What follows belongs to an exercise in optimizing a design on an open flow for small area, a short achievable clock period and few clock cycles per item; a production flow would make more cautious choices. Where RTL was checked, it was by simulation tests only, not by an equivalence proof against the original.

## multiply_n_divide_top
module multiply_n_divide_top(clk, reset, a_in, b_in, m_d, start, result, ready);
    input [63:0] a_in, b_in;
    input clk, reset, start, m_d;
    output ready;
    output [128:0] result;
    function [6:0] len64;
        input [63:0] x;
        integer i;
        begin
            len64 = 7'd0;
            for (i = 0; i < 64; i = i + 1)
                if (x[i]) len64 = i + 1;
        end
    endfunction
    reg [63:0] H, L, Y;                            
    reg [5:0]  idx;
    reg        mb, g, op_mul, busy, setup;
    assign ready  = ~busy;
    assign result = {1'b0, H, L};
    reg  [6:0] la, lb;
    always @(posedge clk) begin
        la <= len64(a_in);
        lb <= len64(b_in);
    end
    wire       sw_r    = lb < la;                  
    wire [6:0] m_i     = sw_r ? lb : la;
    wire       m0_r    = (m_i == 7'd0);
    wire       m1_r    = (m_i == 7'd1);
    wire [5:0] mi_r    = m_i[5:0] - 6'd2;          
    wire [6:0] k_i     = la - lb;
    wire [5:0] kr_i    = k_i[5:0] | 6'd15;
    wire [5:0] la1_i   = la[5:0] - 6'd1;
    wire       bz_i    = (lb == 7'd0);
    wire       use_la  = la1_i <= kr_i;
    wire       alb_r   = (la < lb) & ~bz_i;        
    wire [5:0] s0_r    = bz_i ? 6'd63 : (use_la ? la1_i : kr_i);
    wire [1:0] kq_r    = bz_i ? 2'd3 : k_i[5:4];
    wire       d0_r    = bz_i ? a_in[63] : (use_la ? 1'b1 : a_in[kr_i]);
    wire        ysel = op_mul & sw_r;
    wire [63:0] ydin = ysel ? a_in : b_in;         
    wire [63:0] src  = ysel ? b_in : a_in;         
    reg  [63:0] r0;
    always @* begin
        case (kq_r)
            2'd0: r0 = {16'd0, a_in[63:16]};
            2'd1: r0 = {32'd0, a_in[63:32]};
            2'd2: r0 = {48'd0, a_in[63:48]};
            default: r0 = 64'd0;
        endcase
    end
    wire run_n = op_mul ? ~(m0_r | m1_r) : ~alb_r;
    wire       last   = (idx == 6'd0);
    wire [5:0] idx_nx = setup ? mi_r : idx - 6'd1;
    wire       mb_nx  = (setup & ~op_mul) ? d0_r : src[idx_nx];
    wire [64:0] xa = {L, mb & ~op_mul};
    wire [64:0] xb = {~op_mul, Y & {64{g}}};
    wire [66:0] s1 = {1'b0, xa, 1'b1} + {1'b0, xb, ~op_mul};
    wire [65:0] s  = s1[66:1];
    wire        co = s[65];                        
    wire [63:0] rem = (co | op_mul) ? s[63:0] : xa[63:0];
    wire [62:0] hp1 = H[62:0] + 63'd1;
    wire [62:0] hsh = (co & op_mul) ? hp1 : H[62:0];
  ...
==> module multiply_n_divide_top, before the edit <==
module multiply_n_divide_top(clk, reset, a_in, b_in, m_d, start, result, ready);
    input [63:0] a_in, b_in;
    input clk, reset, start, m_d;
    output ready;
    output [128:0] result;
    function [6:0] len64;
        input [63:0] x;
        integer i;
        begin
            len64 = 7'd0;
            for (i = 0; i < 64; i = i + 1)
                if (x[i]) len64 = i + 1;
        end
    endfunction
    reg [63:0] H, L, Y;                            
    reg [5:0]  idx;
    reg        mb, g, op_mul, busy, setup;
    assign ready  = ~busy;
    assign result = {1'b0, H, L};
    reg  [6:0] la, lb;
    always @(posedge clk) begin
        la <= len64(a_in);
        lb <= len64(b_in);
    end
    wire       sw_r    = lb < la;                  
    wire [6:0] m_i     = sw_r ? lb : la;
    wire       m0_r    = (m_i == 7'd0);
    wire       m1_r    = (m_i == 7'd1);
    wire [5:0] mi_r    = m_i[5:0] - 6'd2;          
    wire [6:0] k_i     = la - lb;
    wire [5:0] kr_i    = k_i[5:0] | 6'd15;
    wire [5:0] la1_i   = la[5:0] - 6'd1;
    wire       bz_i    = (lb == 7'd0);
    wire       use_la  = la1_i <= kr_i;
    wire       alb_r   = (la < lb) & ~bz_i;        
    wire [5:0] s0_r    = bz_i ? 6'd63 : (use_la ? la1_i : kr_i);
    wire [1:0] kq_r    = bz_i ? 2'd3 : k_i[5:4];
    wire       d0_r    = bz_i ? a_in[63] : (use_la ? 1'b1 : a_in[kr_i]);
    wire        ysel = op_mul & sw_r;
    wire [63:0] ydin = ysel ? a_in : b_in;         
    wire [63:0] src  = ysel ? b_in : a_in;         
    reg  [63:0] r0;
    always @* begin
        case (kq_r)
            2'd0: r0 = {16'd0, a_in[63:16]};
            2'd1: r0 = {32'd0, a_in[63:32]};
            2'd2: r0 = {48'd0, a_in[63:48]};
            default: r0 = 64'd0;
        endcase
    end
    wire run_n = op_mul ? ~(m0_r | m1_r) : ~alb_r;
    wire       last   = (idx == 6'd0);
    wire [5:0] idx_nx = setup ? mi_r : idx - 6'd1;
    wire       mb_nx  = (setup & ~op_mul) ? d0_r : src[idx_nx];
    wire [64:0] xa = {L, mb & ~op_mul};
    wire [64:0] xb = {~op_mul, Y & {64{g}}};
    wire [66:0] s1 = {1'b0, xa, 1'b1} + {1'b0, xb, ~op_mul};
    wire [65:0] s  = s1[66:1];
    wire        co = s[65];                        
    wire [63:0] rem = (co | op_mul) ? s[63:0] : xa[63:0];
    wire [62:0] hp1 = H[62:0] + 63'd1;
    wire [62:0] hsh = (co & op_mul) ? hp1 : H[62:0];
    always @(posedge clk) begin
        Y <= op_mul ? ydin : ~b_in;
        if (reset) begin
            busy  <= 1'b0;
            setup <= 1'b0;
        end else if (!busy) begin
            if (start) begin
                busy   <= 1'b1;
                setup  <= 1'b1;
                op_mul <= m_d;
            end
        end else begin
            setup <= 1'b0;
            if (setup ? !run_n : last) busy <= 1'b0;
            idx <= setup & ~op_mul ? s0_r : idx_nx;
            mb  <= mb_nx;
            g   <= mb_nx | ~op_mul;
            if (setup) begin
                H <= (alb_r & ~op_mul) ? a_in : 64'd0;
                L <= op_mul ? (m0_r ? 64'd0 : ydin) : r0;
            end else if (op_mul | !last) begin
                H <= {hsh, op_mul ? s[64] : co};
                L <= rem;
            end else begin
                H <= rem;
                L <= {H[62:0], co};
            end
        end
    end
endmodule
clock: 4.5 ns
lec_check: 0
cap_margin: 20
core_margin: 2
core_utilization: 40
setup_slack_margin: 0.1
slew_margin: 20
buffer_ports_args: -buffer_cell sky130_fd_sc_hd__buf_1
standard.sh (not shown) runs the stock make flow with config.mk's settings and CLKGATE_MAP_FILE= SYNTH_SCRIPT=/design/flow/synth_recipe.tcl, a recipe that flattens the netlist after the stock synthesis.
==> flow/flow/run.sh <==
#!/bin/bash
set -e
export BUFFER_PORTS_ARGS="-buffer_cell sky130_fd_sc_hd__buf_1"
echo 'export BUFFER_PORTS_ARGS = -buffer_cell sky130_fd_sc_hd__buf_1' >> config.mk
bash standard.sh finish > standard_sh.log 2>&1
Testbench counts at the start, summed over its fixed seeds: cycles 24,540, items 1,280.
==> next run, changes <==
--- a/flow/design.v
+++ b/flow/design.v
@@ -13,9 +13,9 @@
         end
     endfunction
     reg [63:0] H, L, Y;                            
     reg [5:0]  idx;
-    reg        mb, g, op_mul, busy, setup;
+    reg        mb, op_mul, busy, setup;
     assign ready  = ~busy;
     assign result = {1'b0, H, L};
     reg  [6:0] la, lb;
     always @(posedge clk) begin
@@ -52,17 +52,17 @@
     wire       last   = (idx == 6'd0);
     wire [5:0] idx_nx = setup ? mi_r : idx - 6'd1;
     wire       mb_nx  = (setup & ~op_mul) ? d0_r : src[idx_nx];
     wire [64:0] xa = {L, mb & ~op_mul};
-    wire [64:0] xb = {~op_mul, Y & {64{g}}};
+    wire [64:0] xb = {~op_mul, Y};
     wire [66:0] s1 = {1'b0, xa, 1'b1} + {1'b0, xb, ~op_mul};
     wire [65:0] s  = s1[66:1];
     wire        co = s[65];                        
     wire [63:0] rem = (co | op_mul) ? s[63:0] : xa[63:0];
     wire [62:0] hp1 = H[62:0] + 63'd1;
     wire [62:0] hsh = (co & op_mul) ? hp1 : H[62:0];
     always @(posedge clk) begin
-        Y <= op_mul ? ydin : ~b_in;
+        Y <= op_mul ? (ydin & {64{mb_nx}}) : ~b_in;
         if (reset) begin
             busy  <= 1'b0;
             setup <= 1'b0;
         end else if (!busy) begin
@@ -75,9 +75,8 @@
             setup <= 1'b0;
             if (setup ? !run_n : last) busy <= 1'b0;
             idx <= setup & ~op_mul ? s0_r : idx_nx;
             mb  <= mb_nx;
-            g   <= mb_nx | ~op_mul;
             if (setup) begin
                 H <= (alb_r & ~op_mul) ? a_in : 64'd0;
                 L <= op_mul ? (m0_r ? 64'd0 : ydin) : r0;
             end else if (op_mul | !last) begin
=> The new run went through all stages and came out clean; via count goes down by a few percent; wire length goes up by a few percent; non-clock buffer count goes up by 20; sequential share of layout area goes down by 0.55 points; maximum frequency hardly moves; worst setup slack improved by 0.0093 ns; die area goes up slightly.
No functional check of the RTL was part of the second run of this note.

-- port drivers added, routing unchanged --
How much do the figures lean on ideal ports? The routed layouts below were timed once more, with nothing changed but the port constraints. Step 1: set_driving_cell puts a clkbuf_16 on clk and a buf_2 on each other input, an assumption about the parent block. Step 2, shift: input delay + t, output delay - t, t = (earliest + latest rising clock arrival at the registers) / 2. This alone moves slack from input paths to output paths. Three values: ideal ports, drivers, drivers and shift; two values: the first two.
run	t, ns	slack for setup (ns)	worst setup path at the end
the first run	0.625	0.161 / 0.161 / 0.161	register to register
the second run	0.645	0.171 / 0.171 / 0.171	register to register
After both steps setup and hold are still met in every run listed.
